This design comes from an exercise in tuning for small area, a short achievable clock period and few clock cycles on the open sky130 flow, not from production work.
Where RTL was checked, it was by simulation tests only, not by an equivalence proof against the original.

==> module regfile, before the edit <==
module regfile (
    input  logic        clk,
    input  logic [4:0]  ra1,
    input  logic [4:0]  ra2,
    input  logic        we,      
    input  logic [4:0]  wa,
    input  logic [31:0] wd,
    output logic [31:0] rd1,
    output logic [31:0] rd2,
    output logic [31:0] a0
);
logic [31:0] rf [1:31];
always_ff @(posedge clk)
    if (we) rf[wa] <= wd;
assign rd1 = (ra1 == 5'd0) ? '0 : rf[ra1];
assign rd2 = (ra2 == 5'd0) ? '0 : rf[ra2];
assign a0  = rf[10];
endmodule
==> flow/config.mk <==
export PLATFORM = sky130hd
export DESIGN_NAME = top
export DESIGN_NICKNAME = top
export VERILOG_FILES = /design/flow/design.v
export SDC_FILE = /design/flow/constraint.sdc
export NUM_CORES = 4
export LEC_CHECK = 0
export CAP_MARGIN = 20
export CORE_MARGIN = 2
export CORE_UTILIZATION = 40
export PLACE_DENSITY = 0.6
export SLEW_MARGIN = 20
==> flow/constraint.sdc <==
create_clock -name core_clock -period 10.0 [get_ports {clk}]
set_input_delay 2.0000 -clock core_clock [delete_from_list [all_inputs] [get_ports {clk}]]
set_output_delay 2.0000 -clock core_clock [all_outputs]
set_load 0.01 [all_outputs]
standard.sh (not shown) runs the stock make flow with config.mk's settings and CLKGATE_MAP_FILE= SYNTH_SCRIPT=/design/flow/synth_recipe.tcl, a recipe that flattens the netlist after the stock synthesis.
==> flow/flow/run.sh <==
#!/bin/bash
set -euo pipefail
bash standard.sh SETUP_SLACK_MARGIN=5.5 "BUFFER_PORTS_ARGS=-buffer_cell sky130_fd_sc_hd__buf_4" finish > standard.log 2>&1
Change:
--- a/flow/design.v
+++ b/flow/design.v
@@ -6,18 +6,25 @@
     input  logic [4:0]  wa,
     input  logic [31:0] wd,
     output logic [31:0] rd1,
     output logic [31:0] rd2,
     output logic [31:0] a0
 );
-logic [31:0] rf [1:31];
+logic [31:1][31:0] rf;
 always_ff @(posedge clk)
-    if (we) rf[wa] <= wd;
-assign rd1 = (ra1 == 5'd0) ? '0 : rf[ra1];
-assign rd2 = (ra2 == 5'd0) ? '0 : rf[ra2];
-assign a0  = rf[10];
+    for (int i = 1; i < 32; i++)
+        if (we && wa == i) rf[i] <= wd;
+always_comb begin
+    rd1 = '0;
+    rd2 = '0;
+    for (int i = 1; i < 32; i++) begin
+        rd1 = rd1 | ({32{ra1 == i}} & rf[i]);
+        rd2 = rd2 | ({32{ra2 == i}} & rf[i]);
+    end
+end
+assign a0 = rf[10];
 endmodule
 module top(
     input   logic           clk,
     input   logic           rst,
     output  logic [31:0]    imem_addr,
     input   logic [31:0]    imem_rdata,
The new run went through all stages and came out clean.
Cell count increases by 4.7%.
Clock-buffer cell count is unchanged.
Worst hold slack improves by 11 ps.
Design area decreases by 4.5%.
Die area decreases by 5.8%.
Routed wire length increases by 25%.
Via count increases by 17%.
Global-route usage increases by 8.0 points.
Synthesized area decreases by 5.9%.
Register-to-register slack degrades by 110 ps.
Core utilization increases by 0.63 points.
Fmax decreases by 1.9%.
No functional check of the RTL was part of any run of this note.

---

== the previous run ==
top, a different RTL version from the one above (not shown whole).
For scale: roughly 6000 cells after synthesis, roughly 1700 flip-flops.
clock: 10.0 ns
lec_check: 0
cap_margin: 20
core_margin: 2
core_utilization: 40
place_density: 0.6
slew_margin: 20
==> flow/flow/run.sh <==
#!/bin/bash
set -euo pipefail
bash standard.sh SETUP_SLACK_MARGIN=6 finish > standard.log 2>&1
Relative to the previous run, the following input files were edited for the current run:
--- a/flow/design.v
+++ b/flow/design.v
@@ -104,24 +104,25 @@
 wire [31:0] tgtImm = isBranch ? immB : isJal ? immJ : immU;
 wire [31:0] csaS = ~(pcF ^ tgtImm ^ 32'h3);
 wire [31:0] csaC = (pcF & tgtImm) | ((pcF | tgtImm) & 32'hFFFF_FFFC);
 wire [32:0] tgtSum = add32(csaS, {csaC[30:0], 1'b0}, 1'b0);
 assign tgtD = tgtSum[31:0];
 wire [31:0] pcD4 = pcF;
 wire predD = isJal | (isBranch & instrD[31]);
 logic        wrE, ldE, stE, brE, jrE, predE;
 logic [4:0]  rdE;
 logic        wrM, ldM, stM;
 logic [4:0]  rdM;
 logic [31:0] resM, resultM;
+logic [31:0] fwdM;           
 assign stallD = vD & ldE & (((rdE == rs1) & usesRs1) | ((rdE == rs2) & usesRs2));
 assign redirD = vD & predD & !stallD;
 logic [31:0] rf1, rf2;
 regfile rf (
     .clk (clk),
     .ra1 (rs1),
     .ra2 (rs2),
     .we  (wrM & !stallM),
     .byp (wrM),
     .wa  (rdM),
     .wd  (resultM),
     .rd1 (rf1),
@@ -167,28 +168,28 @@
     if (!stallM) begin
         predE <= predD;
         rdE   <= rdD;
         f3E   <= f3D;
         opA   <= rf1;
         opB   <= opBD;
         aux   <= auxD;
         sAdd <= selAdd; sSlt <= selSlt; sSltu <= selSltu; sXor <= selXor;
         sOr  <= selOr;  sAnd <= selAnd; sSll  <= selSll;  sSr  <= selSr;
         sAux <= selAux; subE <= subD;   sraE  <= sraD;
         eAM <= fAM; eBM <= fBM; eSM <= fSM;
     end
-wire [31:0] A  = eAM ? resM : opA;
-wire [31:0] Bf = eBM ? resM : opB;
+wire [31:0] A  = eAM ? fwdM : opA;
+wire [31:0] Bf = eBM ? fwdM : opB;
 wire [31:0] B  = Bf;
-wire [31:0] stdE = eSM ? resM : aux;    
+wire [31:0] stdE = eSM ? fwdM : aux;    
 wire [32:0] sumc = add32(A, subE ? ~B : B, subE);
 wire [31:0] sum  = sumc[31:0];
 wire eq  = (A == B);
 wire ltu = !sumc[32];
 wire lt  = (A[31] ^ B[31]) ? A[31] : sum[31];
 logic taken;
 always_comb
     case (f3E)
         3'b000:  taken = eq;
         3'b001:  taken = !eq;
         3'b100:  taken = lt;
         3'b101:  taken = !lt;
@@ -236,24 +237,25 @@
 logic [31:0] lnData;
 logic [2:0]  lnTag;
 logic        lnVD, cacheHit;
 always_ff @(posedge clk or posedge rst)
     if (rst) begin
         wrM <= 1'b0; ldM <= 1'b0; stM <= 1'b0;
     end else if (!stallM) begin
         wrM <= wrE; ldM <= ldE; stM <= stE;
     end
 always_ff @(posedge clk)
     if (!stallM) begin
         resM     <= resE;
+        if (wrE) fwdM <= resE;
         stdM     <= stdE;
         rdM      <= rdE;
         f3M      <= f3E;
         lnData   <= lnDataE;
         lnTag    <= lnTagE;
         lnVD     <= lnVDE;
         cacheHit <= hitE;
     end
 logic        reqR, weR, ownPF;
 logic [29:0] addrR;
 logic        pbValid, pfPend;
 logic [5:0]  pbAddr, pfAddr;
@@ -299,47 +301,48 @@
     end
 wire       cont    = reqR & !dmem_ready;                
 wire       pfDone  = reqR & ownPF & dmem_ready;
 wire       wbPb    = demGo & dmem_ready & weR & ({lnTag, idxM} == pbAddr);
 wire       pbValidN = pfDone | (pbValid & !wbPb);
 wire [5:0] pbAddrN  = pfDone ? addrR[5:0] : pbAddr;
 wire       trigger = ldM & !stallM & !cacheHit;
 wire       pfPendN = trigger | pfPend;
 wire [5:0] pfAddrN = trigger ? resM[7:2] + 6'd1 : pfAddr;
 wire pbHitE   = ldE & pbValidN & (pbAddrN == sum[7:2]);
 wire noFetchE = stE & (f3E[1:0] == 2'b10) & !hitE & !lnVDE;
 wire needE    = (ldE | stE) & !hitE & !pbHitE & !noFetchE;
+wire nMemop   = stallM | ldE | stE;
 wire nNeed    = stallM ? needMem : needE;
 wire [29:0] nAddr = stallM ? resM[31:2] : sum[31:2];
 wire nWe      = stallM ? lnVD : lnVDE;
-wire issuePF  = !cont & !nNeed & pfPendN;
+wire issuePF  = !cont & !nMemop & pfPendN;
 always_ff @(posedge clk or posedge rst)
     if (rst) begin
         reqR    <= 1'b0;
         weR     <= 1'b0;
         ownPF   <= 1'b0;
         pbValid <= 1'b0;
         pfPend  <= 1'b0;
     end else begin
         if (!cont) begin
-            reqR  <= nNeed | pfPendN;
+            reqR  <= nNeed | issuePF;
             weR   <= nNeed & nWe;
-            ownPF <= !nNeed;
+            ownPF <= !nMemop;
         end
         pfPend  <= pfPendN & !issuePF;
         pbValid <= pbValidN;
     end
 always_ff @(posedge clk) begin
     if (!cont)
-        addrR <= nNeed ? nAddr : {DREGION, pfAddrN};
+        addrR <= nMemop ? nAddr : {DREGION, pfAddrN};
     pfAddr <= pfAddrN;
     if (pfDone) begin
         pbData <= dmem_rdata;
         pbAddr <= addrR[5:0];
     end
 end
 logic [31:0] ldv;
 always_comb begin
     logic [15:0] h;
     logic [7:0]  b;
     h = bo[1] ? word[31:16] : word[15:0];
     b = bo[0] ? h[15:8] : h[7:0];
Notes after the runs:
- Synthesis left the current run with more flip-flops than the previous run.
- Between the previous run and the current run, the difference in initial core utilization is negligible.
- Changes observed in the current run relative to the previous run: post-route non-filler standard cell count shrank by 60, relative area change from synthesis to final layout lower.
Testbench counts of the current run, summed over its fixed seeds: cycles 73,124.
Function not checked in the previous run: the RTL went through the layout flow alone.

afterwards: timing with drivers on the ports:
The results above use ideal ports. As a check the final layouts listed here were re-extracted and re-timed, cells and wires unchanged.
Step 1 assumes that a clkbuf_16 drives the clock port and a buf_2 every other input.
Step 2 times the ports against the registers' clock, not the clock port: input delays grow and output delays shrink by t, the midpoint of the rising clock arrivals with the driver on.
a / b / c = ideal ports / drivers / drivers and shift; a / b = the first two.
run | shift t [ns] | slack for setup (ns) | worst setup path after step 2 | slew at the worst register clock pin (ns)
the first run of note 1 | 0.916 | 5.405 / 5.428 / 4.544 | input to register | 0.07 / 0.07
the second run of note 1 | 0.921 | 5.315 / 5.315 / 4.612 | input to register | 0.07 / 0.07
the previous run | 0.921 | 5.383 / 5.383 / 4.965 | input to register | 0.07 / 0.07
the current run | 0.916 | 5.456 / 5.456 / 4.910 | input to register | 0.07 / 0.07
After both steps setup and hold are still met in every run listed. The setup slack of the first run of note 1, which loses most, moves by +0.023 ns with the drivers and by -0.861 ns with both steps.
